Background: an optimization exercise with open tools, aiming at small area. Do not read the settings as production practice.
The RTL was checked by simulation tests, not by an equivalence proof against the original design.
No activity file was given, so power comes from the tool's default toggle rates.

$ cat design/flow/config.mk
export PLATFORM = sky130hd
export DESIGN_NAME = DMA
export DESIGN_NICKNAME = DMA
export VERILOG_FILES = /design/flow/design.v
export SDC_FILE = /design/flow/constraint.sdc
export NUM_CORES = 4
export LEC_CHECK = 0
export CAP_MARGIN = 20
export CORE_MARGIN = 2
export CORE_UTILIZATION = 65
export CTS_BUF_LIST = sky130_fd_sc_hd__clkbuf_4 sky130_fd_sc_hd__clkbuf_8
export SLEW_MARGIN = 20
$ cat design/flow/constraint.sdc
create_clock -name core_clock -period 4.0 [get_ports {clk_in_COM}]
set_input_delay 0.8000 -clock core_clock [delete_from_list [all_inputs] [get_ports {clk_in_COM}]]
set_output_delay 0.8000 -clock core_clock [all_outputs]
set_load 0.01 [all_outputs]
$ cat design/flow/design.v
module DMA(
	clk_in_COM,
	write_in_COM,
	addr_in_COM,
	reset_in_COM,
	error_in_COM,
	data_in_RAM,
	data_in_FIFO,
	full_FIFO,
	block_size_REG,
	continue_block_gap_REG,
	stop_block_gap_REG,
	enable_transfer_mode_REG,
	transfer_complete_DAT,
	addr_out_RAM,
	data_out_RAM,
	data_out_FIFO,
	busy,
	newDAT_DAT
);
	input clk_in_COM;
	input write_in_COM;
	input [95:0] addr_in_COM;
	input reset_in_COM;
	input error_in_COM;
	input [7:0] data_in_RAM;
	input [7:0] data_in_FIFO;
	input full_FIFO;
	input [11:0] block_size_REG;
	input continue_block_gap_REG;
	input stop_block_gap_REG;
	input enable_transfer_mode_REG;
	input transfer_complete_DAT;
	output reg [63:0] addr_out_RAM;
	output reg [7:0] data_out_RAM;
	output reg [7:0] data_out_FIFO;
	output reg busy;
	output reg newDAT_DAT;
	reg        valid_r, end_r, act2_r;
	reg [63:0] addr_r;
	localparam [1:0] ST_STOP = 2'd0, ST_FDS = 2'd1, ST_CADR = 2'd2, ST_TFR = 2'd3;
	reg [1:0]  state;
	reg [11:0] cnt;
	wire kill = reset_in_COM | error_in_COM;
	wire c2r  = ~write_in_COM & enable_transfer_mode_REG;
	wire run  = ~kill & ~c2r;
	wire tfr  = (state == ST_TFR);
	wire lt   = cnt < block_size_REG;
	wire ld   = run & tfr & lt;                          
	wire hold = run & (state != ST_STOP) & ~ld;          
	wire ldr  = ~kill & c2r;                             
	wire hldr = run & (state != ST_STOP);                
	wire hcnt = tfr & ~ld;                               
	wire [12:0] lo  = {1'b0, addr_r[11:0]} + {1'b0, cnt};
	wire [51:0] hi  = addr_r[63:12] + {51'd0, lo[12]};
	wire [63:0] sum = {hi, lo[11:0]};
	wire [11:0] inc = cnt + 12'd1;
	always @(posedge clk_in_COM) begin
		valid_r    <= addr_in_COM[0];
		end_r      <= addr_in_COM[1];
		act2_r     <= addr_in_COM[5];
		addr_r     <= addr_in_COM[95:32];
		newDAT_DAT <= |data_in_RAM;
		addr_out_RAM  <= ({64{ld}} & sum) | ({64{hold}} & addr_out_RAM);
		data_out_FIFO <= ({8{ld}} & data_in_RAM) | ({8{hold}} & data_out_FIFO);
		data_out_RAM  <= ({8{ldr}} & data_in_FIFO) | ({8{hldr}} & data_out_RAM);
		cnt           <= ({12{ld}} & inc) | ({12{hcnt}} & cnt);
		if (kill) begin
			busy  <= 1'b0;
			state <= ST_STOP;
		end else if (!c2r) begin
			case (state)
				ST_STOP: begin
					busy <= 1'b0;
					if ((write_in_COM | continue_block_gap_REG) & ~full_FIFO)
						state <= ST_FDS;
				end
				ST_FDS: begin
					busy <= valid_r;
					if (valid_r)
						state <= ST_CADR;
				end
				ST_CADR: begin
					if (act2_r)
						state <= ST_TFR;
					else if (end_r)
						state <= ST_STOP;
					else
						state <= ST_FDS;
				end
				default: begin
					if (!lt)
						state <= (end_r | stop_block_gap_REG) ? ST_STOP : ST_FDS;
				end
			endcase
		end
	end
endmodule
$ cat design/flow/flow/run.sh
#!/bin/bash
# The standard layout, with two changes:
#  - after the standard synthesis, its flip-flops are kept (same instances and cells) and the logic
#    between them is replaced by the one flow/handmap.py writes: the wide datapath as explicit
#    cells, the control as expressions that Yosys/ABC map with ORFS's speed script less its final buffering and sizing (flow/ctrl.abc);
#  - the port buffers are made from the smallest buffer cell.
set -euo pipefail
WORK=$(pwd)
export BUFFER_PORTS_ARGS="-buffer_cell sky130_fd_sc_hd__buf_1"
RES=$WORK/orfs/results/$FLOW_PLATFORM/DMA/base
LOGS=$WORK/orfs/logs/$FLOW_PLATFORM/DMA/base
LIB=$FLOW_HOME/platforms/$FLOW_PLATFORM/lib/sky130_fd_sc_hd__tt_025C_1v80.lib
YOSYS=$FLOW_HOME/../tools/install/yosys/bin/yosys
[[ -x $YOSYS ]] || YOSYS=yosys

bash standard.sh synth > flow_synth.log 2>&1

cp $RES/1_2_yosys.v $WORK/1_2_yosys_standard.v
python3 $WORK/flow/handmap.py $WORK/1_2_yosys_standard.v $WORK/handmap.v 6 > handmap.log 2>&1
ABCARGS=$(grep -o -- "-liberty [^ ]*tt_025C_1v80.lib.* -constr" $LOGS/1_2_yosys.log | head -1 | sed 's/ -constr$//')
cat > $WORK/map.ys <<EOT
read_liberty -lib $LIB
read_verilog $WORK/handmap.v
hierarchy -top $FLOW_TOP
proc
opt_expr
opt_clean
techmap
opt -fast
abc -script $WORK/flow/ctrl.abc $ABCARGS -constr $WORK/orfs/objects/$FLOW_PLATFORM/DMA/base/abc.constr
opt_clean -purge
stat -liberty $LIB
write_verilog -noattr -nohex -nodec $WORK/1_2_yosys_handmap.v
EOT
$YOSYS -l map.log -q map.ys > /dev/null 2>&1
cp $WORK/1_2_yosys_handmap.v $RES/1_2_yosys.v
rm -f $RES/1_synth.odb $RES/1_synth.sdc

bash standard.sh > flow_layout.log 2>&1
$ cat design/flow/flow/ctrl.abc
&get -n
&st
&dch
&nf
&st
&syn2
&if -g -K 6
&synch2
&nf
&st
&syn2
&if -g -K 6
&synch2
&nf
&st
&syn2
&if -g -K 6
&synch2
&nf
&st
&syn2
&if -g -K 6
&synch2
&nf
&st
&syn2
&if -g -K 6
&synch2
&nf
&put
topo
$ cat design/flow/flow/handmap.py
#!/usr/bin/env python3
"""Write the DMA netlist with a hand-built datapath.

usage: handmap.py STANDARD_NETLIST OUT.v [GROUP]

STANDARD_NETLIST is the standard synthesis of rtl/ (1_2_yosys.v); its flip-flops are kept as they
are (same instance names and cell type). The datapath between them is written here as cells:
 - addr_out_RAM[63:12]: A[63:12] + carry, as ripple chains of half adders in groups of GROUP bits,
   each group's carry-in being the low carry ANDed with all the address bits below the group;
 - every register with a hold: one a22o (load & new | hold & old);
 - the byte counter's +1: a half-adder chain.
The control (state machine, compare, the low 12-bit add, group carries) is left as expressions
for ABC to map; the result still has to go through Yosys (see run.sh).
"""
import re
import sys

std, out = sys.argv[1], sys.argv[2]
G = int(sys.argv[3]) if len(sys.argv) > 3 else 6

txt = open(std).read()
flops = {}
for typ, name in re.findall(r'^\s*(sky130_fd_sc_hd__\w+)\s+(\\\S+|\S+)\s*\(', txt, re.M):
    if not typ.startswith('sky130_fd_sc_hd__df'):
        continue
    assert typ == 'sky130_fd_sc_hd__dfxtp_1', typ
    reg = name.lstrip('\\').split('$')[0]
    flops[reg] = name
assert len(flops) == 163, len(flops)

L = []
w = L.append


def q(reg):
    return 'q_' + re.sub(r'\W', '_', reg).strip('_')


def d(reg):
    return 'd_' + re.sub(r'\W', '_', reg).strip('_')


def bits(base, n):
    return [f'{base}[{i}]' for i in range(n)]


regs = (['valid_r', 'end_r', 'act2_r', 'newDAT_DAT', 'busy'] + bits('state', 2) + bits('cnt', 12)
        + bits('addr_r', 64) + bits('addr_out_RAM', 64) + bits('data_out_FIFO', 8)
        + bits('data_out_RAM', 8))
assert sorted(regs) == sorted(flops), set(regs) ^ set(flops)

ncell = [0]


def cell(typ, **pins):
    ncell[0] += 1
    conn = ', '.join(f'.{p}({n})' for p, n in pins.items())
    w(f'  sky130_fd_sc_hd__{typ} hm_{ncell[0]} ({conn});')


w('module DMA(clk_in_COM, write_in_COM, addr_in_COM, reset_in_COM, error_in_COM, data_in_RAM,')
w('  data_in_FIFO, full_FIFO, block_size_REG, continue_block_gap_REG, stop_block_gap_REG,')
w('  enable_transfer_mode_REG, transfer_complete_DAT, addr_out_RAM, data_out_RAM, data_out_FIFO,')
w('  busy, newDAT_DAT);')
w('  input clk_in_COM; input write_in_COM; input [95:0] addr_in_COM; input reset_in_COM;')
w('  input error_in_COM; input [7:0] data_in_RAM; input [7:0] data_in_FIFO; input full_FIFO;')
w('  input [11:0] block_size_REG; input continue_block_gap_REG; input stop_block_gap_REG;')
w('  input enable_transfer_mode_REG; input transfer_complete_DAT;')
w('  output [63:0] addr_out_RAM; output [7:0] data_out_RAM; output [7:0] data_out_FIFO;')
w('  output busy; output newDAT_DAT;')
for r in regs:
    w(f'  wire {q(r)}, {d(r)};')
for r in regs:
    w(f'  sky130_fd_sc_hd__dfxtp_1 {flops[r]} (.CLK(clk_in_COM), .D({d(r)}), .Q({q(r)}));')

# register inputs that are plain wires
w(f'  assign {d("valid_r")} = addr_in_COM[0];')
w(f'  assign {d("end_r")} = addr_in_COM[1];')
w(f'  assign {d("act2_r")} = addr_in_COM[5];')
for i in range(64):
    w(f'  assign {d(f"addr_r[{i}]")} = addr_in_COM[{32 + i}];')
# outputs
for i in range(64):
    w(f'  assign addr_out_RAM[{i}] = {q(f"addr_out_RAM[{i}]")};')
for i in range(8):
    w(f'  assign data_out_FIFO[{i}] = {q(f"data_out_FIFO[{i}]")};')
    w(f'  assign data_out_RAM[{i}] = {q(f"data_out_RAM[{i}]")};')
w(f'  assign busy = {q("busy")};')
w(f'  assign newDAT_DAT = {q("newDAT_DAT")};')

A = [q(f'addr_r[{i}]') for i in range(64)]
N = [q(f'cnt[{i}]') for i in range(12)]
s1, s0 = q('state[1]'), q('state[0]')

# ---- control, left to ABC
w('  wire kill = reset_in_COM | error_in_COM;')
w('  wire c2r = ~write_in_COM & enable_transfer_mode_REG;')
w('  wire run = ~kill & ~c2r;')
w(f'  wire tfr = {s1} & {s0};')
w(f'  wire stop = ~{s1} & ~{s0};')
w(f'  wire [11:0] cntv = {{{", ".join(reversed(N))}}};')
w('  wire lt = cntv < block_size_REG;')
w('  wire ld = run & tfr & lt;')
w('  wire hold = run & ~stop & ~ld;')
w('  wire ldr = ~kill & c2r;')
w('  wire hldr = run & ~stop;')
w('  wire hcnt = tfr & ~ld;')
w(f'  assign {d("newDAT_DAT")} = |data_in_RAM;')
# state machine: STOP 00, FDS 01, CADR 10, TFR 11
w('  wire go = (write_in_COM | continue_block_gap_REG) & ~full_FIFO;')
w(f'  wire n1 = {s1} ? ({s0} ? lt : {q("act2_r")}) : ({s0} ? {q("valid_r")} : 1\'b0);')
w(f'  wire n0 = {s1} ? ({s0} ? (lt | ~({q("end_r")} | stop_block_gap_REG)) : '
  f'({q("act2_r")} | ~{q("end_r")})) : ({s0} ? ~{q("valid_r")} : go);')
w(f'  assign {d("state[1]")} = ~kill & (c2r ? {s1} : n1);')
w(f'  assign {d("state[0]")} = ~kill & (c2r ? {s0} : n0);')
w(f'  wire nb = {s1} ? {q("busy")} : ({s0} ? {q("valid_r")} : 1\'b0);')
w(f'  assign {d("busy")} = ~kill & (c2r ? {q("busy")} : nb);')
# low 12-bit add and the carries into the upper groups
w(f'  wire [11:0] alo = {{{", ".join(reversed(A[:12]))}}};')
w('  wire [12:0] lo = {1\'b0, alo} + {1\'b0, cntv};')
starts = list(range(12, 64, G))
for s in starts:
    if s == 12:
        w(f'  wire cg_{s} = lo[12];')
    else:
        w(f'  wire cg_{s} = lo[12] & {" & ".join(A[12:s])};')


def a22o(out, a1, a2, b1, b2):
    cell('a22o_1', A1=a1, A2=a2, B1=b1, B2=b2, X=out)


# ---- upper 52 bits: half-adder ripple inside each group
for s in starts:
    e = min(s + G, 64)
    c = f'cg_{s}'
    for i in range(s, e):
        sm = f'su_{i}'
        w(f'  wire {sm};')
        if i == e - 1:
            cell('xor2_1', A=A[i], B=c, X=sm)
        else:
            nc = f'cu_{i + 1}'
            w(f'  wire {nc};')
            cell('ha_1', A=A[i], B=c, SUM=sm, COUT=nc)
            c = nc
        a22o(d(f'addr_out_RAM[{i}]'), 'ld', sm, 'hold', q(f'addr_out_RAM[{i}]'))
for i in range(12):
    a22o(d(f'addr_out_RAM[{i}]'), 'ld', f'lo[{i}]', 'hold', q(f'addr_out_RAM[{i}]'))
for i in range(8):
    a22o(d(f'data_out_FIFO[{i}]'), 'ld', f'data_in_RAM[{i}]', 'hold', q(f'data_out_FIFO[{i}]'))
    a22o(d(f'data_out_RAM[{i}]'), 'ldr', f'data_in_FIFO[{i}]', 'hldr', q(f'data_out_RAM[{i}]'))

# ---- byte counter +1: half-adder chain
w('  wire inc_0, pc_1;')
cell('inv_1', A=N[0], Y='inc_0')
w(f'  assign pc_1 = {N[0]};')
for i in range(1, 12):
    w(f'  wire inc_{i};')
    if i == 11:
        cell('xor2_1', A=N[i], B=f'pc_{i}', X=f'inc_{i}')
    else:
        w(f'  wire pc_{i + 1};')
        cell('ha_1', A=N[i], B=f'pc_{i}', SUM=f'inc_{i}', COUT=f'pc_{i + 1}')
for i in range(12):
    a22o(d(f'cnt[{i}]'), 'ld', f'inc_{i}', 'hcnt', N[i])

w('endmodule')
open(out, 'w').write('\n'.join(L) + '\n')
$ cat design/flow/standard.sh
#!/bin/bash
# synth_recipe.tcl (not shown) runs the flow's synth.tcl, then flattens the netlist and writes it again
# the make line also repeats each setting of config.mk as NAME=value (left out here)
make -C /OpenROAD-flow-scripts/flow DESIGN_CONFIG=/design/flow/config.mk WORK_HOME=/design/flow/orfs CLKGATE_MAP_FILE= SYNTH_SCRIPT=/design/flow/synth_recipe.tcl "${@:-finish}"
==> run notes, run 1 <==
hold buffer count at CTS=0; 1st-iter DRT viols=118; Warnings, synthesis=1; Synthesized Nets=681; final antenna-violating net count=0; drt pass-1 iters=4; static leakage=2.96 nW; die area=9970 um^2; H-Tree Level Count=4; Required @ worst endpoint=4.33 ns; synthesized netlist cell count=495; CTS Root Buffer Type=sky130_fd_sc_hd__clkbuf_8; result of the run=timing/DRC/antenna clean; worst setup timing slack at the placement stage=0.442 ns; Core Area=8810 um^2; initial antenna violation count=0; max-slew violation count=0; clock buffers created by TritonCTS=17; # nets final=887; leading cell types in the layout, fill and taps excluded=sky130_fd_sc_hd__buf_1, sky130_fd_sc_hd__dfxtp_1, sky130_fd_sc_hd__a22o_1; Die Ht=99.9 um; routed wire length per instance=16.5 um; Top delay family on crit path=adder cells; post-route design area=7260 um^2; number of buffers and inverters on the critical path=0; clock tree buffer depth=2; I/O Pins=215; total gr overflow=0; worst supply voltage drop on vdd=0.262 mV; Worst Skew=0.0159 ns; Worst path slowest cell=sky130_fd_sc_hd__dfxtp_1; Area growth, synth to finish=21.6%; antenna cell count=0; x dimension of the die=99.9 um; Crit Path Max Fanout=9; Cell Count Post-Placement=790; final clock period utilization by the worst path=84.9%; total wirelength of the detailed-routed design=13.5 mm; RD Place Congestion=0.832; wire length of the first global-routing pass=21.7 mm; starting density of the core=67.8%; crit-path cells=a22oi_1 > o21ai_0 > maj3_1 > a21o_1 > a41oi_1 > nor4b_1 > ha_1 > ha_1 > ha_1 > ha_1 > ha_1 > a22o_1; detailed placer's ending HPWL=9.33 mm; max cap viols=0; slew of the pin with the lowest slew margin=0.788 ns; count of clock tree sinks=163; Overall Power=2.99 mW; Skew-Pair Late Insertion Delay=0.45 ns; final-layout setup total negative slack=0 ns; Worst path max stage delay=0.51 ns; CP Capture Type=flip-flop; detail-routed via count per cell=5.78; GRT Resource Usage Total=27.4%; largest net degree at the start of global routing=73; Rel. slew slack=46.1%; layout cell share with drive strength beyond 1=5.18%; post-CTS setup buffers=0; final core area utilization=82.4%; buffers added on ports=184; synthesized area=5970 um^2; class of the tightest hold or removal check=primary input to flip-flop; RSZ-0062 raised after global routing=false; number of endpoints with negative hold slack in the final report=0; CP startpoint kind=flip-flop; CP dominant cell by count=sky130_fd_sc_hd__ha_1; most frequent standard cell in the layout excluding fill and tap cells=sky130_fd_sc_hd__buf_1; vias in the first global route=4699; clock tree from TritonCTS=done; maximum frequency from static timing analysis=294 MHz; total setup violations reported at the end of the flow=0; Resize count post-CTS=0; Fin Hold WS=0.433 ns; post-layout worst setup margin=0.602 ns; average cell area after synthesis=12.1 um^2; number of non-filler instances in the completed layout=822; via total after detailed routing=4751; residual DRC count=0; class of the most critical setup path=flip-flop to flip-flop; pwr dens=413 nW/um^2; WP data arrival=3.73 ns; number of placement rows=34; CTS clock-pin slew for the worst setup and hold paths=0.10 ns; Final min period=3.40 ns; placement-stage cell area=6860 um^2
## registers in the layout, indices dropped and copies added, names as in the netlist
signal,cells
act2_r,1
cnt,12
end_r,1
data_out_RAM,8
newDAT_DAT,1
addr_out_RAM,64
state,2
valid_r,1
addr_r,64
busy,1
data_out_FIFO,8
## where the power goes
group	internal (mW)	total, mW	switching (mW)
Combinational	0.0514	0.102	0.0509
Sequential	1.66	1.69	0.0269
Clock	0.541	1.21	0.665
## routing by layer
layer,part of all wire [%],vias to the layer above,wire [um],global-route usage (%)
met2,48,156,6490,45.4
li1,-,2320,-,-
met1,43,2250,5840,33.3
met5,0,-,0,0
met3,6.7,25,912,8.50
met4,2.2,0,301,11.1
## worst register-to-register path, stage by stage, from the launching register on
cell and delay (ns):
sky130_fd_sc_hd__dfxtp_1 0.51, sky130_fd_sc_hd__a22oi_1 0.10, sky130_fd_sc_hd__o21ai_0 0.33, sky130_fd_sc_hd__maj3_1 0.34, sky130_fd_sc_hd__a21o_1 0.31, sky130_fd_sc_hd__a41oi_1 0.21, sky130_fd_sc_hd__nor4b_1 0.33, sky130_fd_sc_hd__ha_1 0.22
sky130_fd_sc_hd__ha_1 0.15, sky130_fd_sc_hd__ha_1 0.16, sky130_fd_sc_hd__ha_1 0.16, sky130_fd_sc_hd__ha_1 0.23, sky130_fd_sc_hd__a22o_1 0.24
## worst paths after layout
path | start | to | slack [ns] | cells past startpoint
setup / recovery | cnt[0]$_DFF_P_ | addr_out_RAM[40]$_DFF_P_ | 0.60 | 12
hold / removal | addr_in_COM[52] | addr_r[20]$_DFF_P_ | 0.43 | 1
setup reg to reg | cnt[0]$_DFF_P_ | addr_out_RAM[40]$_DFF_P_ | 0.60 | 12
hold reg to reg | addr_out_RAM[36]$_DFF_P_ | addr_out_RAM[36]$_DFF_P_ | 0.48 | 1
## area by class of cell
cell class | count | area, um^2
fill | 537 | 1550
timing repair buffer | 187 | 738
inverter | 12 | 45.0
multi-input combinational | 320 | 2680
clock buffer | 18 | 248
sequential | 163 | 3260
tap | 108 | 135
clock inverter | 14 | 154
==> run 2, diff against run 1 <==
--- a/design/flow/flow/run.sh
+++ b/design/flow/flow/run.sh
@@ -2,7 +2,7 @@
 # The standard layout, with two changes:
 #  - after the standard synthesis, its flip-flops are kept (same instances and cells) and the logic
 #    between them is replaced by the one flow/handmap.py writes: the wide datapath as explicit
-#    cells, the control as expressions that Yosys/ABC map with ORFS's speed script less its final buffering and sizing (flow/ctrl.abc);
+#    cells, the control as expressions that Yosys/ABC map with ORFS's own speed script;
 #  - the port buffers are made from the smallest buffer cell.
 set -euo pipefail
 WORK=$(pwd)
@@ -27,7 +27,7 @@
 opt_clean
 techmap
 opt -fast
-abc -script $WORK/flow/ctrl.abc $ABCARGS -constr $WORK/orfs/objects/$FLOW_PLATFORM/DMA/base/abc.constr
+abc -script $FLOW_HOME/scripts/abc_speed.script $ABCARGS -constr $WORK/orfs/objects/$FLOW_PLATFORM/DMA/base/abc.constr
 opt_clean -purge
 stat -liberty $LIB
 write_verilog -noattr -nohex -nodec $WORK/1_2_yosys_handmap.v
removed: design/flow/flow/ctrl.abc
==> run notes, run 2 <==
GRT Resource Usage Total=26.2%; Worst path max stage delay=0.40 ns; max cap viols=0; crit-path cells=a31oi_1 > nor2_1 > maj3_1 > maj3_1 > a41oi_1 > nor4b_1 > ha_1 > ha_1 > ha_1 > ha_1 > ha_1 > xor2_1 > a22o_1; Warnings, synthesis=1; largest registers=addr_out_RAM (64), addr_r (64), cnt (12); slew of the pin with the lowest slew margin=0.618 ns; buffers added on ports=184; CTS clock-pin slew for the worst setup and hold paths=0.09 ns; class of the most critical setup path=flip-flop to flip-flop; Worst Skew=0.0123 ns; Die Ht=100 um; static leakage=3.01 nW; Overall Power=3.01 mW; final-layout setup total negative slack=0 ns; clock buffers created by TritonCTS=17; Core Area=9110 um^2; layout cell share with drive strength beyond 1=6.02%; final clock period utilization by the worst path=82.0%; antenna cell count=0; drt pass-1 iters=4; wire length of the first global-routing pass=20.8 mm; CP Capture Type=flip-flop; endpoint of the worst-slack reg-to-reg timing path=addr_out_RAM[41]$_DFF_P_; largest net degree at the start of global routing=85; x dimension of the die=100 um; result of the run=timing/DRC/antenna clean; starting density of the core=66.2%; Worst path slowest cell=sky130_fd_sc_hd__dfxtp_1; detailed placer's ending HPWL=8.93 mm; synthesized netlist cell count=501; synthesized area=6030 um^2; fill cell instance count of the final layout=581; total gr overflow=0; CTS Root Buffer Type=sky130_fd_sc_hd__clkbuf_8; Area growth, synth to finish=21.1%; Hold Startpoint=addr_in_COM[58]; WP data arrival=3.60 ns; hold buffer count at CTS=0; # nets final=887; via total after detailed routing=4684; Crit Path Max Fanout=8; r2r setup slk=0.72 ns; H-Tree Level Count=4; post-CTS setup buffers=0; Worst R2R Path Depth=13; number of placement rows=35; CP startpoint kind=flip-flop; Synthesized Nets=687; I/O Pins=215; die area=10100 um^2; maximum frequency from static timing analysis=305 MHz; RD Place Congestion=0.823; clock tree buffer depth=2; number of endpoints with negative hold slack in the final report=0; count of clock tree sinks=163; detail-routed via count per cell=5.68; Min-Delay Endpoint=addr_r[26]$_DFF_P_; residual DRC count=0; CP dominant cell by count=sky130_fd_sc_hd__ha_1; leading cell types in the layout, fill and taps excluded=sky130_fd_sc_hd__buf_1, sky130_fd_sc_hd__dfxtp_1, sky130_fd_sc_hd__a22o_1; Rel. slew slack=58.8%; vias in the first global route=4522; average cell area after synthesis=12.0 um^2; 1st-iter DRT viols=126; total setup violations reported at the end of the flow=0; Resize count post-CTS=0; worst reg2reg startpoint=cnt[8]$_DFF_P_; worst supply voltage drop on vdd=0.331 mV; RSZ-0062 raised after global routing=false; hold path cells=1; class of the tightest hold or removal check=primary input to flip-flop; pwr dens=412 nW/um^2; Required @ worst endpoint=4.32 ns; max-slew violation count=0; Worst setup startpoint=cnt[8]$_DFF_P_; Skew-Pair Late Insertion Delay=0.44 ns; Final min period=3.28 ns; most frequent standard cell in the layout excluding fill and tap cells=sky130_fd_sc_hd__buf_1; clock tree from TritonCTS=done; final antenna-violating net count=0; initial antenna violation count=0; routed wire length per instance=15.8 um; total wirelength of the detailed-routed design=13.0 mm
run 2: cell type report:
class                      instances  area, um^2  area share, %
sequential                       163        3260           44.7
multi-input combinational        320        2710           37.1
tap                              111         139           1.90
clock inverter                    14         164           2.25
inverter                          12        45.0          0.617
timing repair buffer             187         738           10.1
clock buffer                      18         241           3.31
run 2: report_power, final:
part | internal, mW | total [mW] | switching [mW]
Combinational | 0.0514 | 0.103 | 0.0517
Sequential | 1.66 | 1.69 | 0.0271
Clock | 0.583 | 1.22 | 0.634
Total | 2.29 | 3.01 | 0.713
run 2: metal layers:
| layer | wire, um | part of all wire (%) | vias up | GRT usage [%] |
|---|---|---|---|---|
| met5 | 0 | 0 | - | 0 |
| met4 | 257 | 2.0 | 0 | 10.6 |
| met3 | 924 | 7.1 | 21 | 8.36 |
| met2 | 6070 | 47 | 169 | 42.4 |
| met1 | 5790 | 44 | 2175 | 32.4 |
| li1 | - | - | 2319 | - |
run 2: worst max path at each step:
stage	endpoint	slack, ns	cells past startpoint
after floorplan	addr_out_RAM[0]$_DFF_P_	0.13	7
after global placement	addr_out_RAM[28]$_DFF_P_	0.68	9
after detailed placement	addr_out_RAM[60]$_DFF_P_	0.64	9
after CTS	addr_out_RAM[41]$_DFF_P_	0.71	13
after global routing	addr_out_RAM[59]$_DFF_P_	0.49	14
final	addr_out_RAM[41]$_DFF_P_	0.72	13
run 2: stage by stage:
stage | instances | util, % | hold WS [ns] | setup WS [ns] | cell area (um^2)
5_1_grt | 825 | 80.1 | 0.419 | 0.490 | 7300
2_1_floorplan | 501 | - | 0.465 | 0.127 | 6030
4_1_cts | 825 | 80.1 | 0.425 | 0.712 | 7300
6_report | 825 | 80.1 | 0.447 | 0.721 | 7300
3_3_place_gp | 793 | 75.7 | 0.453 | 0.684 | 6890
3_5_place_dp | 793 | 75.7 | 0.454 | 0.644 | 6890
run 2: critical path, delay by kind of cell, from the launching register on:
kind	cells	cell delay, ns
DFF	1	0.40
xor gates and xnor gates	1	0.14
and+or+nand+nor	2	0.22
AOI/OAI and AO/OA	3	0.71
adders and majority gates	7	1.71
==> run 3, diff against run 2 <==
--- a/design/flow/flow/run.sh
+++ b/design/flow/flow/run.sh
@@ -2,7 +2,8 @@
 # The standard layout, with two changes:
 #  - after the standard synthesis, its flip-flops are kept (same instances and cells) and the logic
 #    between them is replaced by the one flow/handmap.py writes: the wide datapath as explicit
-#    cells, the control as expressions that Yosys/ABC map with ORFS's own speed script;
+#    cells; the low add, compare and group carries (module hm_fast) mapped by ABC with ORFS's
+#    speed script, the rest of the control with an area script (flow/ctrl_area.abc);
 #  - the port buffers are made from the smallest buffer cell.
 set -euo pipefail
 WORK=$(pwd)
@@ -27,8 +28,12 @@
 opt_clean
 techmap
 opt -fast
-abc -script $FLOW_HOME/scripts/abc_speed.script $ABCARGS -constr $WORK/orfs/objects/$FLOW_PLATFORM/DMA/base/abc.constr
+abc -script $FLOW_HOME/scripts/abc_speed.script $ABCARGS -constr $WORK/orfs/objects/$FLOW_PLATFORM/DMA/base/abc.constr hm_fast
+abc -script $WORK/flow/ctrl_area.abc $ABCARGS -constr $WORK/orfs/objects/$FLOW_PLATFORM/DMA/base/abc.constr $FLOW_TOP
+flatten
+hierarchy -top $FLOW_TOP
 opt_clean -purge
+rename -hide w:*.*
 stat -liberty $LIB
 write_verilog -noattr -nohex -nodec $WORK/1_2_yosys_handmap.v
 EOT
==> design/flow/flow/ctrl_area.abc (new file) <==
strash
dc2
dch -f
map -a
topo
--- a/design/flow/flow/handmap.py
+++ b/design/flow/flow/handmap.py
@@ -9,8 +9,9 @@
    each group's carry-in being the low carry ANDed with all the address bits below the group;
  - every register with a hold: one a22o (load & new | hold & old);
  - the byte counter's +1: a half-adder chain.
-The control (state machine, compare, the low 12-bit add, group carries) is left as expressions
-for ABC to map; the result still has to go through Yosys (see run.sh).
+The rest is left as expressions for ABC to map (see run.sh): the low 12-bit add, the compare and
+the group carries in module hm_fast, mapped for speed; the state machine and the load / hold
+enables in DMA itself, mapped for area.
 """
 import re
 import sys
@@ -99,7 +100,7 @@
 w(f'  wire tfr = {s1} & {s0};')
 w(f'  wire stop = ~{s1} & ~{s0};')
 w(f'  wire [11:0] cntv = {{{", ".join(reversed(N))}}};')
-w('  wire lt = cntv < block_size_REG;')
+w('  wire lt;')
 w('  wire ld = run & tfr & lt;')
 w('  wire hold = run & ~stop & ~ld;')
 w('  wire ldr = ~kill & c2r;')
@@ -115,15 +116,24 @@
 w(f'  assign {d("state[0]")} = ~kill & (c2r ? {s0} : n0);')
 w(f'  wire nb = {s1} ? {q("busy")} : ({s0} ? {q("valid_r")} : 1\'b0);')
 w(f'  assign {d("busy")} = ~kill & (c2r ? {q("busy")} : nb);')
-# low 12-bit add and the carries into the upper groups
+# low 12-bit add, compare and the carries into the upper groups: module hm_fast, mapped for speed
+starts = list(range(12, 64, G))
 w(f'  wire [11:0] alo = {{{", ".join(reversed(A[:12]))}}};')
-w('  wire [12:0] lo = {1\'b0, alo} + {1\'b0, cntv};')
-starts = list(range(12, 64, G))
-for s in starts:
-    if s == 12:
-        w(f'  wire cg_{s} = lo[12];')
-    else:
-        w(f'  wire cg_{s} = lo[12] & {" & ".join(A[12:s])};')
+w(f'  wire [51:0] ahi = {{{", ".join(reversed(A[12:]))}}};')
+w('  wire [12:0] lo;')
+w(f'  wire [{len(starts) - 1}:0] cg;')
+w('  hm_fast fast (.alo(alo), .ahi(ahi), .cnt(cntv), .bs(block_size_REG), .lo(lo), .lt(lt), .cg(cg));')
+for k, s in enumerate(starts):
+    w(f'  wire cg_{s} = cg[{k}];')
+F = []
+F.append('module hm_fast(alo, ahi, cnt, bs, lo, lt, cg);')
+F.append('  input [11:0] alo; input [51:0] ahi; input [11:0] cnt; input [11:0] bs;')
+F.append(f'  output [12:0] lo; output lt; output [{len(starts) - 1}:0] cg;')
+F.append("  assign lo = {1'b0, alo} + {1'b0, cnt};")
+F.append('  assign lt = cnt < bs;')
+for k, s in enumerate(starts):
+    F.append(f'  assign cg[{k}] = lo[12]' + (f' & (&ahi[{s - 13}:0]);' if s > 12 else ';'))
+F.append('endmodule')
 
 
 def a22o(out, a1, a2, b1, b2):
@@ -166,4 +176,5 @@
     a22o(d(f'cnt[{i}]'), 'ld', f'inc_{i}', 'hcnt', N[i])
 
 w('endmodule')
+L += F
 open(out, 'w').write('\n'.join(L) + '\n')
==> run notes, run 3 <==
pwr dens=410 nW/um^2; drt pass-1 iters=5; detailed placer's ending HPWL=8.93 mm; crit-path cells=nor2_1 > o31ai_1 > maj3_1 > maj3_1 > o2111a_2 > nand3_4 > nor2b_1 > ha_1 > ha_1 > ha_1 > ha_1 > ha_1 > xor2_1 > a22o_1; largest net degree at the start of global routing=58; final antenna-violating net count=0; Top delay family on crit path=adder cells; slew of the pin with the lowest slew margin=0.910 ns; Overall Power=2.94 mW; static leakage=3.00 nW; detail-routed via count per cell=5.56; antenna cell count=0; fill cell instance count of the final layout=579; total gr overflow=0; average cell area after synthesis=12.2 um^2; 1st-iter DRT viols=163; max cap viols=0; Synthesized Nets=667; die area=9780 um^2; maximum frequency from static timing analysis=301 MHz; hold buffer count at CTS=0; total wirelength of the detailed-routed design=12.8 mm; worst supply voltage drop on vdd=0.284 mV; starting density of the core=67.1%; # nets final=874; Min-Delay Endpoint=addr_r[40]$_DFF_P_; initial antenna violation count=0; GRT Resource Usage Total=26.8%; final-layout setup total negative slack=0 ns; Final min period=3.32 ns; CP Capture Type=flip-flop; Required @ worst endpoint=4.33 ns; Area growth, synth to finish=22.3%; Worst Skew=0.0176 ns; CP dominant cell by count=sky130_fd_sc_hd__ha_1; worst reg2reg startpoint=cnt[9]$_DFF_P_; CTS Root Buffer Type=sky130_fd_sc_hd__clkbuf_8; wire length of the first global-routing pass=20.8 mm; RD Place Congestion=0.910; total area of sequential cells=3260 um^2; endpoint of the worst-slack reg-to-reg timing path=addr_out_RAM[47]$_DFF_P_; residual DRC count=0; number of placement rows=34; post-CTS setup buffers=0; routed wire length per instance=15.8 um; count of clock tree sinks=163; clock tree from TritonCTS=done; CP startpoint kind=flip-flop; class of the most critical setup path=flip-flop to flip-flop; via total after detailed routing=4495; synthesized netlist cell count=481; number of buffers and inverters on the critical path=0; largest registers=addr_out_RAM (64), addr_r (64), cnt (12); Die Ht=98.9 um; Resize count post-CTS=0; most frequent standard cell in the layout excluding fill and tap cells=sky130_fd_sc_hd__buf_1; I/O Pins=215; number of endpoints with negative hold slack in the final report=0; Worst path max stage delay=0.39 ns; synthesized area=5850 um^2; CTS clock-pin slew for the worst setup and hold paths=0.10 ns; final clock period utilization by the worst path=83.0%; layout cell share with drive strength beyond 1=7.13%; x dimension of the die=98.9 um; max-slew violation count=0; total setup violations reported at the end of the flow=0; clock buffers created by TritonCTS=17; Core Area=8720 um^2; Hold Startpoint=addr_in_COM[72]; hold path cells=1; result of the run=timing/DRC/antenna clean; Rel. slew slack=38.9%; Worst path slowest cell=sky130_fd_sc_hd__dfxtp_1; H-Tree Level Count=4; Warnings, synthesis=1; RSZ-0062 raised after global routing=false; r2r setup slk=0.68 ns; Crit Path Max Fanout=7; clock tree buffer depth=2; Skew-Pair Late Insertion Delay=0.44 ns; vias in the first global route=4439; leading cell types in the layout, fill and taps excluded=sky130_fd_sc_hd__buf_1, sky130_fd_sc_hd__dfxtp_1, sky130_fd_sc_hd__a22o_1; Worst R2R Path Depth=14; multi-input gate area in the final layout=2560 um^2; WP data arrival=3.66 ns; class of the tightest hold or removal check=primary input to flip-flop; buffers added on ports=184
==> run 3: area by class of cell <==
| class | instances | share of cell area (%) |
|---|---|---|
| multi-input cells | 301 | 35.7 |
| well taps | 108 | 1.89 |
| inverters | 17 | 0.891 |
| repair buffers | 188 | 10.5 |
| clock buffers | 18 | 3.46 |
| clock inverters | 14 | 1.96 |
| flip-flops and latches | 163 | 45.6 |
==> run 3: through the flow <==
stage / setup WS, ns / utilization [%] / instance area [um^2] / instances / hold WS [ns]
floorplan: 0.0112 / - / 5880 / 481 / 0.494
CTS: 0.688 / 81.9 / 7150 / 808 / 0.416
global placement: 0.324 / 77.5 / 6760 / 776 / 0.454
detailed placement: 0.292 / 77.5 / 6760 / 776 / 0.452
finish: 0.679 / 82.1 / 7160 / 809 / 0.441
global route: 0.501 / 82.1 / 7160 / 809 / 0.404
==> run 3: routing by layer <==
metal / global-route usage, % / wire [um]
met2: 45.3 / 6360
met1: 32.2 / 5310
met3: 8.87 / 933
met4: 9.17 / 189
met5: 0 / 0
==> run 3: worst max path at each step <==
stage                                    end  depth (start not counted)  slack (ns)              start
floorplan                     cnt[6]$_DFF_P_                         13        0.01  block_size_REG[3]
finish              addr_out_RAM[47]$_DFF_P_                         14        0.68     cnt[9]$_DFF_P_
detailed placement  addr_out_RAM[35]$_DFF_P_                         13        0.29  block_size_REG[0]
global route        addr_out_RAM[40]$_DFF_P_                         13        0.50     cnt[3]$_DFF_P_
CTS                 addr_out_RAM[47]$_DFF_P_                         14        0.69     cnt[9]$_DFF_P_
global placement     addr_out_RAM[5]$_DFF_P_                         13        0.32  block_size_REG[0]
==> run 3: power by group <==
group	internal (mW)	switching, mW	leakage (nW)
registers	1.66	0.0246	1.34
clock network	0.528	0.625	0.199
logic	0.0488	0.0513	1.46
total	2.24	0.701	3.00
==> run 4, diff against run 3 <==
==> design/flow/config.mk (replaced) <==
export PLATFORM = sky130hd
export DESIGN_NAME = DMA
export DESIGN_NICKNAME = DMA
export VERILOG_FILES = /design/flow/design.v
export SDC_FILE = /design/flow/constraint.sdc
export NUM_CORES = 4
export LEC_CHECK = 0
export CAP_MARGIN = 0
export CORE_MARGIN = 2
export CORE_UTILIZATION = 65
export CTS_BUF_LIST = sky130_fd_sc_hd__clkbuf_4 sky130_fd_sc_hd__clkbuf_8
export SLEW_MARGIN = 0
==> run notes, run 4 <==
number of non-filler instances in the completed layout=808; synthesized area=5850 um^2; WP data arrival=3.69 ns; Warnings, synthesis=1; Skew-Pair Late Insertion Delay=0.43 ns; CTS Root Buffer Type=sky130_fd_sc_hd__clkbuf_8; GRT Resource Usage Total=26.8%; static leakage=2.99 nW; routed wire length per instance=15.8 um; Final min period=3.33 ns; maximum frequency from static timing analysis=300 MHz; Die Ht=98.9 um; post-route design area=7150 um^2; post-CTS setup buffers=0; initial antenna violation count=0; Resize count post-CTS=0; hold buffer count at CTS=0; Required @ worst endpoint=4.36 ns; count of clock tree sinks=163; max-slew violation count=0; DR top layer=met4; pwr dens=410 nW/um^2; hold path cells=1; RSZ-0062 raised after global routing=false; antenna cell count=0; CP dominant cell by count=sky130_fd_sc_hd__nand2_1; worst reg2reg startpoint=cnt[0]$_DFF_P_; placement-stage cell area=6760 um^2; met1 WL=5.26 mm; leading cell types in the layout, fill and taps excluded=sky130_fd_sc_hd__buf_1, sky130_fd_sc_hd__dfxtp_1, sky130_fd_sc_hd__a22o_1; fill cell instance count of the final layout=581; total area of sequential cells=3260 um^2; slew of the pin with the lowest slew margin=1.12 ns; H-Tree Level Count=4; average cell area after synthesis=12.2 um^2; endpoint of the worst-slack reg-to-reg timing path=addr_out_RAM[53]$_DFF_P_; CP Capture Type=flip-flop; x dimension of the die=98.9 um; CTS clock-pin slew for the worst setup and hold paths=0.10 ns; I/O Pins=215; total wirelength of the detailed-routed design=12.7 mm; Hold Startpoint=addr_in_COM[72]; Min-Delay Endpoint=addr_r[40]$_DFF_P_; vias in the first global route=4439; total gr overflow=0; residual DRC count=0; class of the most critical setup path=flip-flop to flip-flop; Rel. slew slack=25.0%; met2 WL post-DR=6.31 mm; # nets final=873; r2r setup slk=0.67 ns; Worst path slowest cell=sky130_fd_sc_hd__nor3_4; max cap viols=0; result of the run=timing/DRC/antenna clean; total setup violations reported at the end of the flow=0; detailed placer's ending HPWL=8.93 mm; largest net degree at the start of global routing=58; synthesized netlist cell count=481; 1st-iter DRT viols=164; Cell Count Post-Placement=776; die area=9780 um^2; clock tree from TritonCTS=done; largest registers=addr_out_RAM (64), addr_r (64), cnt (12); Worst path max stage delay=0.90 ns; final antenna-violating net count=0; detail-routed via count per cell=5.53; wire length of the first global-routing pass=20.8 mm; final clock period utilization by the worst path=83.2%; CP startpoint kind=flip-flop; Area growth, synth to finish=22.1%; class of the tightest hold or removal check=primary input to flip-flop; number of endpoints with negative hold slack in the final report=0; Worst R2R Path Depth=12; Core Area=8720 um^2; buffers added on ports=184; starting density of the core=67.1%; Worst Skew=0.0169 ns; final-layout setup total negative slack=0 ns; clock buffers created by TritonCTS=17; routed wire length on met3=944 um; crit-path cells=nor2b_1 > maj3_1 > o21ai_0 > o2111ai_1 > nand2_1 > maj3_2 > a21oi_1 > nand2_1 > nor2_1 > nor3_4 > buf_12 > a22o_1; most frequent standard cell in the layout excluding fill and tap cells=sky130_fd_sc_hd__buf_1; multi-input gate area in the final layout=2560 um^2; drt pass-1 iters=4; layout cell share with drive strength beyond 1=7.00%; via total after detailed routing=4470; number of placement rows=34; clock tree buffer depth=2; Crit Path Max Fanout=44; worst supply voltage drop on vdd=0.284 mV; RD Place Congestion=0.910; Synthesized Nets=667
==> run 4: critical path: cells and delay by family (launching register included) <==
family / cells / cell delay (ns)
AOI/OAI and AO/OA: 4 / 0.64
adders and majority gates: 2 / 0.54
buffers and inverters: 1 / 0.32
DFF: 1 / 0.48
and+or+nand+nor: 5 / 1.26
==> run 4: worst max path at each step <==
| stage | start | endpoint | slack (ns) | cells past startpoint |
|---|---|---|---|---|
| final | cnt[0]$_DFF_P_ | addr_out_RAM[53]$_DFF_P_ | 0.67 | 12 |
| after global routing | cnt[0]$_DFF_P_ | addr_out_RAM[53]$_DFF_P_ | 0.46 | 12 |
| after CTS | cnt[9]$_DFF_P_ | addr_out_RAM[47]$_DFF_P_ | 0.69 | 14 |
| after detailed placement | block_size_REG[0] | addr_out_RAM[35]$_DFF_P_ | 0.29 | 13 |
| after global placement | block_size_REG[0] | addr_out_RAM[5]$_DFF_P_ | 0.32 | 13 |
| after floorplan | block_size_REG[3] | cnt[6]$_DFF_P_ | 0.01 | 13 |
==> run 4: where the power goes <==
part / switching [mW] / leakage [nW] / internal (mW) / total (mW)
clock network: 0.619 / 0.199 / 0.528 / 1.15
registers: 0.0245 / 1.34 / 1.66 / 1.68
logic: 0.0512 / 1.46 / 0.0484 / 0.0996
total: 0.695 / 2.99 / 2.24 / 2.93
==> run 4: final cells by class <==
type / instances / area share, %
inverters: 17 / 0.893
clock inverters: 14 / 1.96
repair buffers: 187 / 10.3
clock buffers: 18 / 3.47
multi-input cells: 301 / 35.8
flip-flops and latches: 163 / 45.7
well taps: 108 / 1.89
==> run 4: layer usage <==
layer	up-vias	track usage [%]
met2	148	45.3
met1	2094	32.2
met5	-	0
li1	2210	-
met4	0	9.17
met3	18	8.87
==> run 4: stage by stage <==
step                util (%)  setup WS (ns)  power, mW  hold slack [ns]
floorplan                  -         0.0112       1.76            0.494
global placement        77.5          0.324       1.81            0.454
detailed placement      77.5          0.292       1.82            0.452
CTS                     81.9          0.688       2.96            0.416
global route            81.9          0.456       3.04            0.404
finish                  81.9          0.672       2.93            0.448
==> run 5, diff against run 4 <==
--- a/design/flow/flow/run.sh
+++ b/design/flow/flow/run.sh
@@ -4,10 +4,12 @@
 #    between them is replaced by the one flow/handmap.py writes: the wide datapath as explicit
 #    cells; the low add, compare and group carries (module hm_fast) mapped by ABC with ORFS's
 #    speed script, the rest of the control with an area script (flow/ctrl_area.abc);
-#  - the port buffers are made from the smallest buffer cell.
+#  - the port buffers are made from the smallest buffer cell;
+#  - clock tree synthesis adds no dummy loads.
 set -euo pipefail
 WORK=$(pwd)
 export BUFFER_PORTS_ARGS="-buffer_cell sky130_fd_sc_hd__buf_1"
+export CTS_ARGS="-sink_clustering_enable -repair_clock_nets -buf_list {sky130_fd_sc_hd__clkbuf_4 sky130_fd_sc_hd__clkbuf_8} -dont_use_dummy_load"
 RES=$WORK/orfs/results/$FLOW_PLATFORM/DMA/base
 LOGS=$WORK/orfs/logs/$FLOW_PLATFORM/DMA/base
 LIB=$FLOW_HOME/platforms/$FLOW_PLATFORM/lib/sky130_fd_sc_hd__tt_025C_1v80.lib
==> design/flow/config.mk (replaced) <==
export PLATFORM = sky130hd
export DESIGN_NAME = DMA
export DESIGN_NICKNAME = DMA
export VERILOG_FILES = /design/flow/design.v
export SDC_FILE = /design/flow/constraint.sdc
export NUM_CORES = 4
export LEC_CHECK = 0
export CAP_MARGIN = 20
export CORE_MARGIN = 2
export CORE_UTILIZATION = 65
export CTS_BUF_LIST = sky130_fd_sc_hd__clkbuf_4 sky130_fd_sc_hd__clkbuf_8
export SLEW_MARGIN = 20
==> run notes, run 5 <==
final antenna-violating net count=0; Die Ht=98.9 um; Core Area=8720 um^2; static leakage=2.92 nW; Worst path max stage delay=0.39 ns; Worst Skew=0.0335 ns; layout cell share with drive strength beyond 1=5.10%; hold buffer count at CTS=0; buffers added on ports=184; starting density of the core=67.1%; average cell area after synthesis=12.2 um^2; RD Place Congestion=0.910; H-Tree Level Count=4; slew of the pin with the lowest slew margin=0.892 ns; vias in the first global route=4368; residual DRC count=0; routed wire length per instance=15.5 um; final clock period utilization by the worst path=82.7%; placement-stage cell area=6760 um^2; CTS clock-pin slew for the worst setup and hold paths=0.09 ns; number of buffers and inverters on the critical path=0; Final min period=3.31 ns; post-route design area=7010 um^2; Skew-Pair Late Insertion Delay=0.43 ns; max-slew violation count=0; Crit Path Max Fanout=7; detail-routed via count per cell=5.57; clock tree from TritonCTS=done; detailed placer's ending HPWL=8.93 mm; post-CTS setup buffers=0; 1st-iter DRT viols=126; class of the most critical setup path=flip-flop to flip-flop; total setup violations reported at the end of the flow=0; Synthesized Nets=667; total wirelength of the detailed-routed design=12.3 mm; clock buffers created by TritonCTS=17; final-layout setup total negative slack=0 ns; CP Capture Type=flip-flop; synthesized netlist cell count=481; Required @ worst endpoint=4.29 ns; max cap viols=0; number of endpoints with negative hold slack in the final report=0; largest net degree at the start of global routing=58; CP dominant cell by count=sky130_fd_sc_hd__ha_1; drt pass-1 iters=5; CP startpoint kind=flip-flop; RSZ-0062 raised after global routing=false; I/O Pins=215; worst supply voltage drop on vdd=0.258 mV; synthesized area=5850 um^2; class of the tightest hold or removal check=primary input to flip-flop; Worst path slowest cell=sky130_fd_sc_hd__maj3_1; CTS Root Buffer Type=sky130_fd_sc_hd__clkbuf_8; final core area utilization=80.3%; die area=9780 um^2; number of placement rows=34; post-layout worst setup margin=0.692 ns; antenna cell count=0; WP data arrival=3.60 ns; initial antenna violation count=0; GRT Resource Usage Total=25.7%; count of clock tree sinks=163; via total after detailed routing=4422; Area growth, synth to finish=19.7%; clock tree buffer depth=2; crit-path cells=nor2_1 > o31ai_1 > maj3_1 > maj3_1 > o2111a_2 > nand3_4 > nor2_1 > ha_1 > ha_1 > ha_1 > ha_1 > ha_1 > xor2_1 > a22o_1; # nets final=874; Resize count post-CTS=0; x dimension of the die=98.9 um; Warnings, synthesis=1; wire length of the first global-routing pass=20.1 mm; leading cell types in the layout, fill and taps excluded=sky130_fd_sc_hd__buf_1, sky130_fd_sc_hd__dfxtp_1, sky130_fd_sc_hd__a22o_1; worst setup timing slack at the placement stage=0.292 ns; total gr overflow=0; Top delay family on crit path=adder cells; largest registers=addr_out_RAM (64), addr_r (64), cnt (12); Overall Power=2.63 mW; Rel. slew slack=40.1%; result of the run=timing/DRC/antenna clean; pwr dens=376 nW/um^2; most frequent standard cell in the layout excluding fill and tap cells=sky130_fd_sc_hd__buf_1; maximum frequency from static timing analysis=302 MHz
run 5: cell types whose count changed in the layout (fill, tap and decap cells not counted), moves of 2 or more:
cell and delta:
sky130_fd_sc_hd__clkinv_2 -2, sky130_fd_sc_hd__clkinv_4 -3, sky130_fd_sc_hd__inv_6 -5, sky130_fd_sc_hd__inv_8 -2
run 5: layout make-up:
type | count | area [um^2]
clock buffers | 17 | 234
fillers | 590 | 1710
inverters | 17 | 63.8
multi-input cells | 301 | 2560
flip-flops and latches | 163 | 3260
well taps | 108 | 135
repair buffers | 188 | 753
run 5: worst reg2reg max path: cells and delay by family, from the launching register on:
kind                       cells  cell delay [ns]
adders and majority gates      7             1.67
AOI/OAI and AO/OA              3             0.63
DFF                            1             0.38
and+or+nand+nor                3             0.37
xor gates and xnor gates       1             0.14
run 5: final timing paths:
path                                               start                        to  slack [ns]  cells after the start
worst min-delay path                     addr_in_COM[56]        addr_r[24]$_DFF_P_        0.45                      1
worst max register to register            cnt[9]$_DFF_P_  addr_out_RAM[53]$_DFF_P_        0.69                     14
worst max-delay path                      cnt[9]$_DFF_P_  addr_out_RAM[53]$_DFF_P_        0.69                     14
worst min register to register  data_out_FIFO[5]$_DFF_P_  data_out_FIFO[5]$_DFF_P_        0.47                      1
run 5: metal layers:
metal	vias up	wire length (um)	track usage [%]
met3	18	855	7.38
li1	2190	-	-
met4	0	213	9.27
met5	-	0	0
met1	2060	5320	31.9
met2	154	5930	42.6
run 5: power by group:
group	total (mW)	switching (mW)	internal (mW)	leakage, nW
Clock	0.848	0.472	0.376	0.122
Sequential	1.69	0.0245	1.66	1.34
Combinational	0.0992	0.0506	0.0486	1.46
run 5: per-stage QoR:
stage,instances,hold WS [ns]
after floorplan,481,0.494
after global placement,776,0.454
after detailed placement,776,0.452
after CTS,793,0.428
after global routing,794,0.423
final,794,0.453
==> run 6, diff against run 5 <==
--- a/design/flow/flow/run.sh
+++ b/design/flow/flow/run.sh
@@ -2,8 +2,8 @@
 # The standard layout, with two changes:
 #  - after the standard synthesis, its flip-flops are kept (same instances and cells) and the logic
 #    between them is replaced by the one flow/handmap.py writes: the wide datapath as explicit
-#    cells; the low add, compare and group carries (module hm_fast) mapped by ABC with ORFS's
-#    speed script, the rest of the control with an area script (flow/ctrl_area.abc);
+#    cells; the low add, compare and group carries (module hm_fast) mapped by ABC with flow/fast.abc (delay-oriented),
+#    the rest of the control with an area script (flow/ctrl_area.abc);
 #  - the port buffers are made from the smallest buffer cell;
 #  - clock tree synthesis adds no dummy loads.
 set -euo pipefail
@@ -30,7 +30,7 @@
 opt_clean
 techmap
 opt -fast
-abc -script $FLOW_HOME/scripts/abc_speed.script $ABCARGS -constr $WORK/orfs/objects/$FLOW_PLATFORM/DMA/base/abc.constr hm_fast
+abc -script $WORK/flow/fast.abc $ABCARGS -constr $WORK/orfs/objects/$FLOW_PLATFORM/DMA/base/abc.constr hm_fast
 abc -script $WORK/flow/ctrl_area.abc $ABCARGS -constr $WORK/orfs/objects/$FLOW_PLATFORM/DMA/base/abc.constr $FLOW_TOP
 flatten
 hierarchy -top $FLOW_TOP
==> design/flow/flow/fast.abc (new file) <==
strash
&get -n
&st
&dch
&nf
&put
topo
==> run notes, run 6 <==
via total after detailed routing=4388; total gr overflow=0; CP Capture Type=flip-flop; Rel. slew slack=39.2%; layout cell share with drive strength beyond 1=3.80%; number of placement rows=34; met2 Track Usage GR=43.5%; static leakage=2.84 nW; Cell Count Post-Placement=776; average cell area after synthesis=12.0 um^2; final clock period utilization by the worst path=92.0%; routed wire length per instance=15.0 um; CP startpoint kind=flip-flop; global-route met3 utilization=6.37%; pwr dens=381 nW/um^2; post-CTS setup buffers=0; busiest layer in global routing=met2; final core area utilization=79.6%; synthesized netlist cell count=479; Required @ worst endpoint=4.31 ns; global routing met1 resource utilization=29.6%; fill cell instance count of the final layout=604; I/O Pins=215; clock tree from TritonCTS=done; Core Area=8680 um^2; multi-input gate area in the final layout=2470 um^2; x dimension of the die=98.2 um; Synthesized Nets=665; H-Tree Level Count=4; final antenna-violating net count=0; CTS clock-pin slew for the worst setup and hold paths=0.09 ns; max-slew violation count=0; detailed placer's ending HPWL=8.78 mm; die area=9640 um^2; clock buffers created by TritonCTS=17; final-layout setup total negative slack=0 ns; Worst Skew=0.0372 ns; initial antenna violation count=0; Die Ht=98.2 um; detail-routed via count per cell=5.53; Final min period=3.68 ns; class of the most critical setup path=flip-flop to flip-flop; largest registers=addr_out_RAM (64), addr_r (64), cnt (12); most frequent standard cell in the layout excluding fill and tap cells=sky130_fd_sc_hd__buf_1; Area growth, synth to finish=19.9%; total setup violations reported at the end of the flow=0; 1st-iter DRT viols=175; antenna cell count=0; RSZ-0062 raised after global routing=false; CTS Root Buffer Type=sky130_fd_sc_hd__clkbuf_8; total wirelength of the detailed-routed design=11.9 mm; Warnings, synthesis=1; vias in the first global route=4250; count of clock tree sinks=163; synthesized area=5760 um^2; starting density of the core=66.4%; residual DRC count=0; leading cell types in the layout, fill and taps excluded=sky130_fd_sc_hd__buf_1, sky130_fd_sc_hd__dfxtp_1, sky130_fd_sc_hd__a22o_1; Crit Path Max Fanout=6; result of the run=timing/DRC/antenna clean; number of non-filler instances in the completed layout=793; clock tree buffer depth=2; max cap viols=0; slew of the pin with the lowest slew margin=0.904 ns; buffers added on ports=184; worst supply voltage drop on vdd=0.252 mV; RD Place Congestion=0.821; Skew-Pair Late Insertion Delay=0.43 ns; # nets final=873; maximum frequency from static timing analysis=272 MHz; GRT Resource Usage Total=24.7%; drt pass-1 iters=4; class of the tightest hold or removal check=primary input to flip-flop; wire length of the first global-routing pass=19.2 mm; largest net degree at the start of global routing=74; total area of sequential cells=3260 um^2; number of endpoints with negative hold slack in the final report=0; WP data arrival=3.99 ns
-- run 6: cell count changes in the layout (fill, tap and decap cells not counted), sizes merged, moves of 2 or more --
cell	before	now
inv	11	1
clkinv	6	13
maj3	10	4
nand2	18	24
nor2b	10	4
o21ai	6	12
xor2	19	23
nor2	23	20
xnor2	15	18
nor3	5	7
nor3b	0	2
o2111ai	2	0
or4	0	2
-- run 6: power by group --
group | internal, mW | switching (mW)
Sequential | 1.66 | 0.0229
Combinational | 0.0485 | 0.0489
Clock | 0.376 | 0.473
Total | 2.09 | 0.545
-- run 6: cell type report --
type / count / share of cell area, %
tap: 108 / 1.96
multi-input combinational: 302 / 35.8
sequential: 163 / 47.2
clock buffer: 17 / 3.39
inverter: 14 / 0.761
timing repair buffer: 189 / 10.9
-- run 6: worst paths after layout --
check / startpoint / endpoint / slack [ns] / cells past startpoint
min reg2reg: addr_out_RAM[48]$_DFF_P_ / addr_out_RAM[48]$_DFF_P_ / 0.47 / 1
min: addr_in_COM[93] / addr_r[61]$_DFF_P_ / 0.45 / 1
max: cnt[3]$_DFF_P_ / addr_out_RAM[41]$_DFF_P_ / 0.32 / 15
max reg2reg: cnt[3]$_DFF_P_ / addr_out_RAM[41]$_DFF_P_ / 0.32 / 15
-- run 6: per-layer routing --
layer  vias to the layer above  wire length (um)
met3                        16               575
li1                       2173                 -
met4                         0               200
met2                       119              6110
met1                      2080              5030
met5                         -                 0
-- run 6: what timing repair did --
action | in CTS | in global routing
gates resized for setup | 0 | 2
hold buffers | 0 | 0
setup endpoints to repair | 0 | 12
-- run 6: critical path, cell delays in order, from the launching register on --
cell	delay, ns
sky130_fd_sc_hd__dfxtp_1	0.44
sky130_fd_sc_hd__xor2_1	0.16
sky130_fd_sc_hd__and3_1	0.23
sky130_fd_sc_hd__a311oi_1	0.39
sky130_fd_sc_hd__o21ai_1	0.22
sky130_fd_sc_hd__a21oi_2	0.22
sky130_fd_sc_hd__o221a_1	0.36
sky130_fd_sc_hd__buf_4	0.20
sky130_fd_sc_hd__nor3_1	0.06
sky130_fd_sc_hd__ha_1	0.19
sky130_fd_sc_hd__ha_1	0.18
sky130_fd_sc_hd__ha_1	0.18
sky130_fd_sc_hd__ha_1	0.18
sky130_fd_sc_hd__ha_1	0.18
sky130_fd_sc_hd__xor2_1	0.14
sky130_fd_sc_hd__a22o_1	0.23
-- run 6: per-stage QoR --
| step | hold slack (ns) | area (um^2) | setup WS [ns] | power, mW |
|---|---|---|---|---|
| after floorplan | 0.494 | 5780 | 0.0571 | 1.76 |
| after global placement | 0.454 | 6670 | 0.264 | 1.81 |
| after detailed placement | 0.454 | 6670 | 0.216 | 1.82 |
| after CTS | 0.423 | 6900 | 0.196 | 2.65 |
| after global routing | 0.421 | 6910 | 0.0211 | 2.73 |
| final | 0.454 | 6910 | 0.320 | 2.63 |
==> run 7, diff against run 6 <==
--- a/design/flow/config.mk
+++ b/design/flow/config.mk
@@ -9,4 +9,5 @@
 export CORE_MARGIN = 2
 export CORE_UTILIZATION = 65
 export CTS_BUF_LIST = sky130_fd_sc_hd__clkbuf_4 sky130_fd_sc_hd__clkbuf_8
+export GPL_TIMING_DRIVEN = 0
 export SLEW_MARGIN = 20
==> run notes, run 7 <==
result of the run=timing/DRC/antenna clean; number of buffers and inverters on the critical path=0; CTS clock-pin slew for the worst setup and hold paths=0.09 ns; drt pass-1 iters=4; Worst path slowest cell=sky130_fd_sc_hd__dfxtp_1; RD Place Congestion=0.813; Worst setup startpoint=cnt[3]$_DFF_P_; Hold Startpoint=addr_in_COM[47]; post-CTS setup buffers=0; 1st-iter DRT viols=146; max cap viols=0; Top delay family on crit path=compound AO/OA/AOI/OAI gates; fill cell instance count of the final layout=587; worst supply voltage drop on vdd=0.257 mV; CP dominant cell by count=sky130_fd_sc_hd__ha_1; total setup violations reported at the end of the flow=0; GRT Resource Usage Total=26.3%; x dimension of the die=98.2 um; slew of the pin with the lowest slew margin=0.920 ns; final antenna-violating net count=0; wire length of the first global-routing pass=20.4 mm; RSZ-0062 raised after global routing=false; CP Capture Type=flip-flop; WP data arrival=4.02 ns; via total after detailed routing=4413; total wirelength of the detailed-routed design=12.5 mm; Crit Path Max Fanout=9; number of placement rows=34; final core area utilization=80.5%; Worst Skew=0.0335 ns; static leakage=2.87 nW; H-Tree Level Count=4; hold path cells=1; post-route design area=6990 um^2; buffers added on ports=184; average cell area after synthesis=12.0 um^2; antenna cell count=0; Final min period=3.72 ns; starting density of the core=66.4%; worst reg2reg startpoint=cnt[3]$_DFF_P_; clock buffers created by TritonCTS=17; # nets final=874; largest net degree at the start of global routing=29; Worst R2R Path Depth=14; layout cell share with drive strength beyond 1=4.23%; Rel. slew slack=38.2%; class of the tightest hold or removal check=primary input to flip-flop; final clock period utilization by the worst path=93.0%; Required @ worst endpoint=4.30 ns; Area growth, synth to finish=21.3%; largest registers=addr_out_RAM (64), addr_r (64), cnt (12); CTS Root Buffer Type=sky130_fd_sc_hd__clkbuf_8; Core Area=8680 um^2; number of endpoints with negative hold slack in the final report=0; max-slew violation count=0; Synthesized Nets=665; pwr dens=377 nW/um^2; Skew-Pair Late Insertion Delay=0.43 ns; CP startpoint kind=flip-flop; Worst path max stage delay=0.44 ns; maximum frequency from static timing analysis=269 MHz; hold buffer count at CTS=0; residual DRC count=0; Resize count post-CTS=1; clock tree from TritonCTS=done; clock tree buffer depth=2; leading cell types in the layout, fill and taps excluded=sky130_fd_sc_hd__buf_1, sky130_fd_sc_hd__dfxtp_1, sky130_fd_sc_hd__a22o_1; class of the most critical setup path=flip-flop to flip-flop; initial antenna violation count=0; routed wire length per instance=15.7 um; detailed placer's ending HPWL=9.19 mm; synthesized netlist cell count=479; most frequent standard cell in the layout excluding fill and tap cells=sky130_fd_sc_hd__buf_1; synthesized area=5760 um^2; I/O Pins=215; detail-routed via count per cell=5.56; Die Ht=98.2 um; Warnings, synthesis=1; placement-stage cell area=6740 um^2; final-layout setup total negative slack=0 ns; Fin Hold WS=0.454 ns; Worst path depth=14; count of clock tree sinks=163; total gr overflow=0; die area=9640 um^2; vias in the first global route=4354; crit-path cells=xor2_1 > and3_1 > a311oi_2 > o21ai_0 > a21oi_1 > o221a_4 > and3b_1 > ha_1 > ha_1 > ha_1 > ha_1 > ha_1 > xor2_1 > a22o_1
## run 7: through the flow
| stage | power, mW | instances | setup slack [ns] |
|---|---|---|---|
| floorplan | 1.76 | 479 | 0.0571 |
| global placement | 1.81 | 771 | -1.06 |
| detailed placement | 1.82 | 777 | -0.00205 |
| CTS | 2.65 | 794 | 0.0923 |
| global route | 2.73 | 794 | 0.00486 |
| finish | 2.63 | 794 | 0.278 |
## run 7: worst paths after layout
path	slack (ns)	endpoint
max	0.28	addr_out_RAM[29]$_DFF_P_
min	0.45	addr_r[15]$_DFF_P_
max reg2reg	0.28	addr_out_RAM[29]$_DFF_P_
min reg2reg	0.47	addr_out_RAM[48]$_DFF_P_
## run 7: report_power, final
group,internal [mW],leakage (nW),switching [mW]
clock,0.376,0.122,0.473
combinational,0.0496,1.41,0.0518
sequential,1.66,1.34,0.0229
total,2.09,2.87,0.548
## run 7: worst reg2reg max path: cells and delay by family, from the launching register on
kind	cells	cell delay, ns
compound gates	5	1.49
xor+xnor	2	0.31
fa+ha+maj	5	0.93
flops	1	0.44
simple gates	2	0.45
## run 7: routing by layer
layer | global-route usage (%) | wire, um | vias to the layer above | share of wire (%)
li1 | - | - | 2177 | -
met1 | 31.6 | 5260 | 2067 | 42
met2 | 46.8 | 6410 | 148 | 51
met3 | 6.30 | 603 | 21 | 4.8
met4 | 8.01 | 209 | 0 | 1.7
met5 | 0 | 0 | - | 0
## run 7: area by class of cell
type	instances	area [um^2]	area share (%)
Timing Repair Buffer	190	818	11.7
Inverter	14	52.6	0.752
Tap cell	108	135	1.93
Clock buffer	17	234	3.35
Sequential cell	163	3260	46.7
Multi-Input combinational cell	302	2490	35.6

## static timing again, ports no longer ideal
No port has a modelled driver above. Below, the same layouts with a new extraction and two added sets of constraints.
Step 1 (the two cells are an assumption about what drives the block):
set clk [get_ports {clk_in_COM}]
set_driving_cell -lib_cell sky130_fd_sc_hd__clkbuf_16 $clk
set_driving_cell -lib_cell sky130_fd_sc_hd__buf_2 [delete_from_list [all_inputs] $clk]
Step 2, shift: input delay + t, output delay - t, t = (earliest + latest rising clock arrival at the registers) / 2. This alone moves slack from input paths to output paths.
Three values: ideal, step 1, step 2; two values: the first two.
run | t (ns) | slack for setup (ns) | worst setup path at the end | clock arrival spread, ns
run 1 | 0.474 | 0.602 / 0.602 / 0.357 | input to register | 0.018 / 0.017
run 2 | 0.462 | 0.721 / 0.721 / 0.602 | input to register | 0.013 / 0.014
run 3 | 0.467 | 0.679 / 0.679 / 0.290 | input to register | 0.017 / 0.017
run 4 | 0.461 | 0.672 / 0.672 / 0.232 | input to register | 0.017 / 0.017
run 5 | 0.445 | 0.692 / 0.692 / 0.303 | input to register | 0.033 / 0.034
run 6 | 0.441 | 0.320 / 0.320 / 0.320 | register to register | 0.038 / 0.037
run 7 | 0.446 | 0.278 / 0.278 / 0.278 | register to register | 0.033 / 0.034
After both steps setup and hold are still met in every run listed. The setup slack of run 4, which loses most, moves by 0.000 ns with the drivers and by -0.440 ns with both steps.
